Source: an optimization exercise on an open RTL-to-GDS flow (aim: small area). Production flows keep margins and buffers that such runs may drop. In this exercise RTL edits were held to simulation tests only and were not proved equivalent to the original.

nickel:
==> flow/design.v <==
module CC(
           clk,
           rst_n,
           in_valid,
           mode,
           xi,
           yi,
           out_valid,
           xo,
           yo
       );
input               clk, rst_n, in_valid;
input       [1:0]   mode;
input       [7:0]   xi, yi;
output              out_valid;
output      [7:0]   xo, yo;
localparam S_IDLE = 3'd0;
localparam S_CAP  = 3'd1;
localparam S_DIV  = 3'd2;
localparam S_RUN  = 3'd3;
localparam S_MUL  = 3'd4;
localparam S_OUT  = 3'd5;
reg [2:0] st;
reg [1:0] op;
reg [4:0] cnt;
reg [1:0] md;
reg       valid;
reg       gneg;
reg       first;
reg       ph;
reg [7:0] X, Y, YU;
reg [7:0] AX, AR, AE, BX, BR;
reg [8:0] BE;           
reg [13:0] AQ, BQ, DY;
wire [15:0] ACC = {YU, Y};
assign out_valid = valid;
assign xo = X;
assign yo = Y & {8{valid}};
wire m0 = md == 2'd0;
wire m1 = md == 2'd1;
wire cap = (st == S_IDLE && in_valid) || st == S_CAP;
wire [1:0] pidx = (st == S_IDLE) ? 2'd0 : cnt[1:0];
wire p0 = cap && pidx == 2'd0;
wire p1 = cap && pidx == 2'd1;
wire p2 = cap && pidx == 2'd2;
wire p3 = cap && pidx == 2'd3;
wire lastm = p3 && !m1;
wire [7:0] xprev = ({8{lastm}} & BX) | ({8{~lastm}} & AX);
wire [7:0] yprev = ({8{lastm}} & BE[7:0]) | ({8{~lastm}} & YU);
wire [8:0] xsub = {xprev[7], xprev} + {~xi[7], ~xi} + 9'd1;
wire ycin = ~(pidx == 2'd2 && m0);
wire [8:0] ysub = {yprev[7], yprev} + {~yi[7], ~yi} + {8'd0, ycin};
wire [13:0] xsub14 = {{5{xsub[8]}}, xsub};
wire [13:0] ysub14 = {{5{ysub[8]}}, ysub};
wire div    = st == S_DIV;
wire render = st == S_RUN;
wire dinit  = div && cnt[4:1] == 4'd0;            
wire dlast  = div && cnt[4:1] == 4'd8;            
wire [7:0] initv = DY[7:0] & {8{AQ[8]}};          
wire [8:0] et = AE + AR + {7'd0, div & AQ[7]};
wire [9:0] eu = {1'b0, et} + {2'b11, ~DY[7:0]};   
wire       ec = ~eu[9];
wire [7:0] rem_new = ({8{ec}} & eu[7:0]) | ({8{~ec}} & et[7:0]);
wire qsh = div && !dinit;
wire [8:0] fQ = ({9{qsh}} & {AQ[8], AQ[6:0], ec}) | ({9{~qsh}} & AQ[8:0]);
wire r_new = !render && !dinit;
wire e_new = !dinit && !dlast;
wire [7:0] fR = ({8{render}} & AR) | ({8{dinit}} & initv) | ({8{r_new}} & rem_new);
wire [7:0] fE = ({8{dinit}} & initv) | ({8{e_new}} & rem_new);
wire [7:0] fX = AX + (AQ[7:0] & {8{render}}) + {7'd0, render & ec};
wire row_end  = ~first && X == AX;
wire last_row = Y == YU;
wire swap = div || (render && (first || row_end));
wire div_end = div && cnt == 5'd17;
wire mul  = st == S_MUL;
wire o0 = op == 2'd0, o1 = op == 2'd1, o2 = op == 2'd2, o3 = op == 2'd3;
wire smallop = m1 && !o3;
wire mstep = ~(smallop && cnt > 5'd6);
wire sh    = mul && (ph || !mstep);               
wire last  = sh && cnt == 5'd13;
wire sstep = cnt == (smallop ? 5'd6 : 5'd13);     
wire oab = o0 || o1;
wire [2:0] bi = cnt[2:0];
wire sA_AR = m1 && o0, sA_DY = !m1 || o1, sA_AX = m1 && o2, sA_BX = m1 && o3;
wire sB_AE = m1 && o0, sB_AQ = !m1 || o1, sB_BE = m1 && o2, sB_DY = m1 && o3;
wire bitA = (sA_AR & AR[bi]) | (sA_DY & DY[0]) | (sA_AX & AX[bi]) | (sA_BX & BX[0]);
wire bitB = (sB_AE & AE[bi]) | (sB_AQ & AQ[0]) | (sB_BE & BE[bi]) | (sB_DY & DY[0]);
wire mbit = mstep & (ph ? bitB : bitA);
wire g0 = mbit & ~ph, g1 = mbit & ph;
wire pAR = g0 & m1 & oab, pAX = g0 & m1 & o2, pBQ = g0 & (!m1 || o3);
wire pAE = g1 & m1 & oab, pBE = g1 & (!m1 || o2), pAQ = g1 & m1 & o3;
wire [15:0] PM = ({16{pAR}} & {{8{AR[7]}}, AR}) | ({16{pAX}} & {{8{AX[7]}}, AX})
               | ({16{pBQ}} & {{2{BQ[13]}}, BQ}) | ({16{pAE}} & {{8{AE[7]}}, AE})
               | ({16{pBE}} & {{7{BE[8]}}, BE}) | ({16{pAQ}} & {{2{AQ[13]}}, AQ});
wire neg  = (ph ? (m1 ? op[0] : gneg) : (m1 ? 1'b0 : ~gneg)) ^ sstep;
wire mneg = mbit & neg;
wire [15:0] pp = PM ^ {16{mneg}};
wire [15:0] accin = ACC & {16{cnt != 5'd0 || ph}};
wire [15:0] asum = accin + pp + {15'd0, mneg};
wire drop = asum[0];
wire [15:0] acc_nx = ({16{sh}} & {asum[15], asum[15:1]}) | ({16{~sh}} & asum);
wire d_zero = (ACC == 16'd0) && ({BR[5:0], BX} == 14'd0);
wire x_res = st == S_OUT && !m1;
wire x_bx  = div_end || (render && row_end && !last_row);
wire x_inc = render && !row_end;
always @(posedge clk or negedge rst_n) begin
    if (!rst_n)
        X <= 8'd0;
    else
        X <= ({8{x_res}} & {ACC[2:0], DY[13:9]}) | ({8{x_bx}} & BX) | ({8{x_inc}} & (X + 8'd1));
end
always @(posedge clk or negedge rst_n) begin
    if (!rst_n) begin
        st    <= S_IDLE;
        valid <= 1'b0;
    end else begin
        case (st)
            S_IDLE: begin
                valid <= 1'b0;
                if (in_valid) st <= S_CAP;
            end
            S_CAP:
                if (pidx == 2'd3) st <= m0 ? S_DIV : S_MUL;
            S_DIV:
                if (div_end) begin
                    st    <= S_RUN;
                    valid <= 1'b1;
                end
            S_RUN:
                if (row_end && last_row) begin
                    st    <= S_IDLE;
                    valid <= 1'b0;
                end
            S_MUL:
                if (last && (m1 ? o3 : o1)) st <= S_OUT;
            S_OUT: begin
                st    <= S_IDLE;
                valid <= 1'b1;
            end
            default: st <= S_IDLE;
        endcase
    end
end
wire idle    = st == S_IDLE;
wire cnt_clr = p3 || last;
wire cnt_inc = !idle && !cnt_clr && (!mul || sh);
wire cnt_hld = !idle && !cnt_clr && !cnt_inc;
wire op_inc  = !cap && last;
wire fst_set = div_end;
wire fst_upd = !div_end && render;
wire gn_set  = last && o0;
wire gn_clr  = !gn_set && cap;
wire yu_ld   = p0 || (p2 && m1);
wire out     = st == S_OUT;
wire y_inc   = render && row_end;
wire ax_xi   = p0 || p2;
wire ax_sub  = p3 && m1;
wire ax_sw   = swap;
wire aq_sh   = sh && (m1 ? o1 : 1'b1);
wire bx_ld   = p1 || p3;
wire ch_sh   = sh && m1 && (o0 || o3);
wire bq_sh   = sh && m1 && o2;
wire dy_sh   = sh && (m1 ? (o1 || o3) : 1'b1);
always @(posedge clk) begin
    cnt   <= ({5{idle}} & (5'd1)) | ({5{cnt_inc}} & (cnt + 5'd1)) | ({5{cnt_hld}} & (cnt));
    ph    <= mul && mstep && !ph;
    op    <= ({2{op_inc}} & (op + 2'd1)) | ({2{!cap && !last}} & (op));
    first <= fst_set | (fst_upd & row_end) | (!fst_set && !fst_upd && first);
    gneg  <= (gn_set & asum[15]) | (!gn_set && !gn_clr && gneg);
    md    <= ({2{p0}} & (mode)) | ({2{!p0}} & (md));
    YU    <= ({8{yu_ld}} & (yi)) | ({8{mul}} & (acc_nx[15:8])) | ({8{!yu_ld && !mul}} & (YU));
    Y     <= ({8{p2}} & (yi)) | ({8{y_inc}} & (Y + 8'd1)) | ({8{mul}} & (acc_nx[7:0]))
           | ({8{out & m1}} & ({6'd0, d_zero, ~ACC[15] & ~d_zero})) | ({8{out & ~m1}} & (DY[8:1]))
           | ({8{!p2 && !y_inc && !out && !mul}} & (Y));
    AX <= ({8{ax_xi}} & (xi)) | ({8{ax_sub}} & (xsub[7:0])) | ({8{ax_sw}} & (BX))
        | ({8{!ax_xi && !ax_sub && !ax_sw}} & (AX));
    AR <= ({8{p1}} & (xsub[7:0])) | ({8{swap}} & (BR)) | ({8{!p1 && !swap}} & (AR));
    AE <= ({8{p1}} & (ysub[7:0])) | ({8{swap}} & (BE[7:0])) | ({8{!p1 && !swap}} & (AE));
    AQ <= ({14{p2}} & (xsub14)) | ({14{swap}} & ({AQ[13:9], BQ[8:0]}))
        | ({14{aq_sh}} & ({m1 ? drop : AQ[0], AQ[13:1]}))
        | ({14{!p2 && !swap && !aq_sh}} & (AQ));
    BX <= ({8{bx_ld}} & (xi)) | ({8{swap}} & (fX)) | ({8{ch_sh}} & ({BR[0], BX[7:1]}))
        | ({8{!bx_ld && !swap && !ch_sh}} & (BX));
    BQ <= ({14{p3}} & (xsub14)) | ({14{swap}} & ({BQ[13:9], fQ}))
        | ({14{bq_sh}} & ({drop, BQ[13:1]})) | ({14{!p3 && !swap && !bq_sh}} & (BQ));
    BR <= ({8{swap}} & (fR)) | ({8{ch_sh}} & ({BR[7:6], drop, BR[5:1]}))
        | ({8{!swap && !ch_sh}} & (BR));
    BE <= ({9{p1}} & ({BE[8], yi})) | ({9{p3}} & (ysub)) | ({9{swap}} & ({BE[8], fE}))
        | ({9{!p1 && !p3 && !swap}} & (BE));
    DY <= ({14{p2}} & (ysub14)) | ({14{dy_sh}} & ({(m1 || o1) ? drop : DY[0], DY[13:1]}))
        | ({14{!p2 && !dy_sh}} & (DY));
end
endmodule
make LEC_CHECK=0 CAP_MARGIN=20 CORE_MARGIN=2 CORE_UTILIZATION=40 CTS_BUF_LIST=sky130_fd_sc_hd__clkbuf_8 PLACE_DENSITY=0.6 SLEW_MARGIN=20 finish   # period 50.0 ns
run.sh (not shown) runs the stock make flow with config.mk's settings and CLKGATE_MAP_FILE= SYNTH_SCRIPT=/design/flow/synth_recipe.tcl, a recipe that flattens the netlist after the stock synthesis.
## Diff of input files: garnet against nickel
--- a/flow/design.v
+++ b/flow/design.v
@@ -37,4 +37,22 @@
 assign xo = X;
 assign yo = Y & {8{valid}};
+function [16:0] rca;
+    input [15:0] a, b;
+    input        cin;
+    integer k;
+    reg c;
+    begin
+        c = cin;
+        for (k = 0; k < 16; k = k + 1) begin
+            rca[k] = a[k] ^ b[k] ^ c;
+            c = (a[k] & b[k]) | (c & (a[k] ^ b[k]));
+        end
+        rca[16] = c;
+    end
+endfunction
+wire [16:0] xinc = rca({8'd0, X}, 16'd0, 1'b1);
+wire [16:0] yinc = rca({8'd0, Y}, 16'd0, 1'b1);
+wire [16:0] cinc = rca({11'd0, cnt}, 16'd0, 1'b1);
+wire [16:0] oinc = rca({14'd0, op}, 16'd0, 1'b1);
 wire m0 = md == 2'd0;
 wire m1 = md == 2'd1;
@@ -48,7 +66,7 @@
 wire [7:0] xprev = ({8{lastm}} & BX) | ({8{~lastm}} & AX);
 wire [7:0] yprev = ({8{lastm}} & BE[7:0]) | ({8{~lastm}} & YU);
-wire [8:0] xsub = {xprev[7], xprev} + {~xi[7], ~xi} + 9'd1;
+wire [8:0] xsub;
 wire ycin = ~(pidx == 2'd2 && m0);
-wire [8:0] ysub = {yprev[7], yprev} + {~yi[7], ~yi} + {8'd0, ycin};
+wire [8:0] ysub;
 wire [13:0] xsub14 = {{5{xsub[8]}}, xsub};
 wire [13:0] ysub14 = {{5{ysub[8]}}, ysub};
@@ -58,6 +76,11 @@
 wire dlast  = div && cnt[4:1] == 4'd8;            
 wire [7:0] initv = DY[7:0] & {8{AQ[8]}};          
-wire [8:0] et = AE + AR + {7'd0, div & AQ[7]};
-wire [9:0] eu = {1'b0, et} + {2'b11, ~DY[7:0]};   
+wire [8:0] etA = ({9{cap}} & {yprev[7], yprev}) | ({9{~cap}} & {1'b0, AE});
+wire [8:0] etB = ({9{cap}} & {~yi[7], ~yi}) | ({9{~cap}} & {1'b0, AR});
+wire [16:0] et_w = rca({{7{etA[8]}}, etA}, {{7{etB[8]}}, etB}, (div & AQ[7]) | (cap & ycin));
+wire [8:0] et = et_w[8:0];
+assign ysub = et;
+wire [16:0] eu_w = rca({7'd0, et}, {8'hff, ~DY[7:0]}, 1'b0);   
+wire [9:0] eu = eu_w[9:0];
 wire       ec = ~eu[9];
 wire [7:0] rem_new = ({8{ec}} & eu[7:0]) | ({8{~ec}} & et[7:0]);
@@ -68,5 +91,8 @@
 wire [7:0] fR = ({8{render}} & AR) | ({8{dinit}} & initv) | ({8{r_new}} & rem_new);
 wire [7:0] fE = ({8{dinit}} & initv) | ({8{e_new}} & rem_new);
-wire [7:0] fX = AX + (AQ[7:0] & {8{render}}) + {7'd0, render & ec};
+wire [7:0] fXb = ({8{render}} & AQ[7:0]) | ({8{cap}} & ~xi);
+wire [16:0] fX_w = rca({{8{xprev[7]}}, xprev}, {{8{fXb[7]}}, fXb}, (render & ec) | cap);
+wire [7:0] fX = fX_w[7:0];
+assign xsub = fX_w[8:0];
 wire row_end  = ~first && X == AX;
 wire last_row = Y == YU;
@@ -97,5 +123,6 @@
 wire [15:0] pp = PM ^ {16{mneg}};
 wire [15:0] accin = ACC & {16{cnt != 5'd0 || ph}};
-wire [15:0] asum = accin + pp + {15'd0, mneg};
+wire [16:0] asum_w = rca(accin, pp, mneg);
+wire [15:0] asum = asum_w[15:0];
 wire drop = asum[0];
 wire [15:0] acc_nx = ({16{sh}} & {asum[15], asum[15:1]}) | ({16{~sh}} & asum);
@@ -108,5 +135,5 @@
         X <= 8'd0;
     else
-        X <= ({8{x_res}} & {ACC[2:0], DY[13:9]}) | ({8{x_bx}} & BX) | ({8{x_inc}} & (X + 8'd1));
+        X <= ({8{x_res}} & {ACC[2:0], DY[13:9]}) | ({8{x_bx}} & BX) | ({8{x_inc}} & xinc[7:0]);
 end
 always @(posedge clk or negedge rst_n) begin
@@ -163,12 +190,12 @@
 wire dy_sh   = sh && (m1 ? (o1 || o3) : 1'b1);
 always @(posedge clk) begin
-    cnt   <= ({5{idle}} & (5'd1)) | ({5{cnt_inc}} & (cnt + 5'd1)) | ({5{cnt_hld}} & (cnt));
+    cnt   <= ({5{idle}} & (5'd1)) | ({5{cnt_inc}} & (cinc[4:0])) | ({5{cnt_hld}} & (cnt));
     ph    <= mul && mstep && !ph;
-    op    <= ({2{op_inc}} & (op + 2'd1)) | ({2{!cap && !last}} & (op));
+    op    <= ({2{op_inc}} & (oinc[1:0])) | ({2{!cap && !last}} & (op));
     first <= fst_set | (fst_upd & row_end) | (!fst_set && !fst_upd && first);
     gneg  <= (gn_set & asum[15]) | (!gn_set && !gn_clr && gneg);
     md    <= ({2{p0}} & (mode)) | ({2{!p0}} & (md));
     YU    <= ({8{yu_ld}} & (yi)) | ({8{mul}} & (acc_nx[15:8])) | ({8{!yu_ld && !mul}} & (YU));
-    Y     <= ({8{p2}} & (yi)) | ({8{y_inc}} & (Y + 8'd1)) | ({8{mul}} & (acc_nx[7:0]))
+    Y     <= ({8{p2}} & (yi)) | ({8{y_inc}} & (yinc[7:0])) | ({8{mul}} & (acc_nx[7:0]))
            | ({8{out & m1}} & ({6'd0, d_zero, ~ACC[15] & ~d_zero})) | ({8{out & ~m1}} & (DY[8:1]))
            | ({8{!p2 && !y_inc && !out && !mul}} & (Y));
Notes after the runs:
- Of garnet and nickel, the run reporting the lower met3 layer wire length in the routed design was nickel.
- Compared with nickel, garnet shows die boundary height lower by about 5%.
- Compared with nickel, garnet shows number of placed cells counting well taps lower by about 13%.
- garnet vs nickel, total global-route track usage went up by 1.5 points.
- Taking nickel as the reference, in garnet non-clock buffer count climbed 7.5%; iteration-0 DRC count of the detailed router decreased by 1.3% relative to the old numbers; final worst slack went down by 6.98 ns; post-synth design cell area went down.
- More vias were needed by nickel than by garnet.

==> afterwards: timing with drivers on the ports <==
The flow's constraints put no driver on any port. The routed layouts listed below were extracted and timed again, unchanged, in two steps. Step 1 (the two cells are an assumption about what drives the block):
set clk [get_ports {clk}]
set_driving_cell -lib_cell sky130_fd_sc_hd__clkbuf_16 $clk
set_driving_cell -lib_cell sky130_fd_sc_hd__buf_2 [delete_from_list [all_inputs] $clk]
Step 2 adds t to the input delays and takes it off the output delays; t is the mean of the earliest and latest rising clock arrival at the registers after step 1. Input paths then give back, and output paths get back, about the clock's delay inside the block. Three values: no drivers, after step 1, after step 2; two values: the first two.
run	t, ns	setup WS [ns]	latest minus earliest clock arrival (ns)	cell pins on the clock port's net
nickel	0.499	37.279 / 37.296 / 36.796	0.013 / 0.013	1
garnet	0.510	30.304 / 30.321 / 29.812	0.021 / 0.021	1
After both steps every run listed still meets setup and hold. For garnet, which loses most, drivers alone change the setup slack by +0.017 ns; drivers and shift together by -0.492 ns.
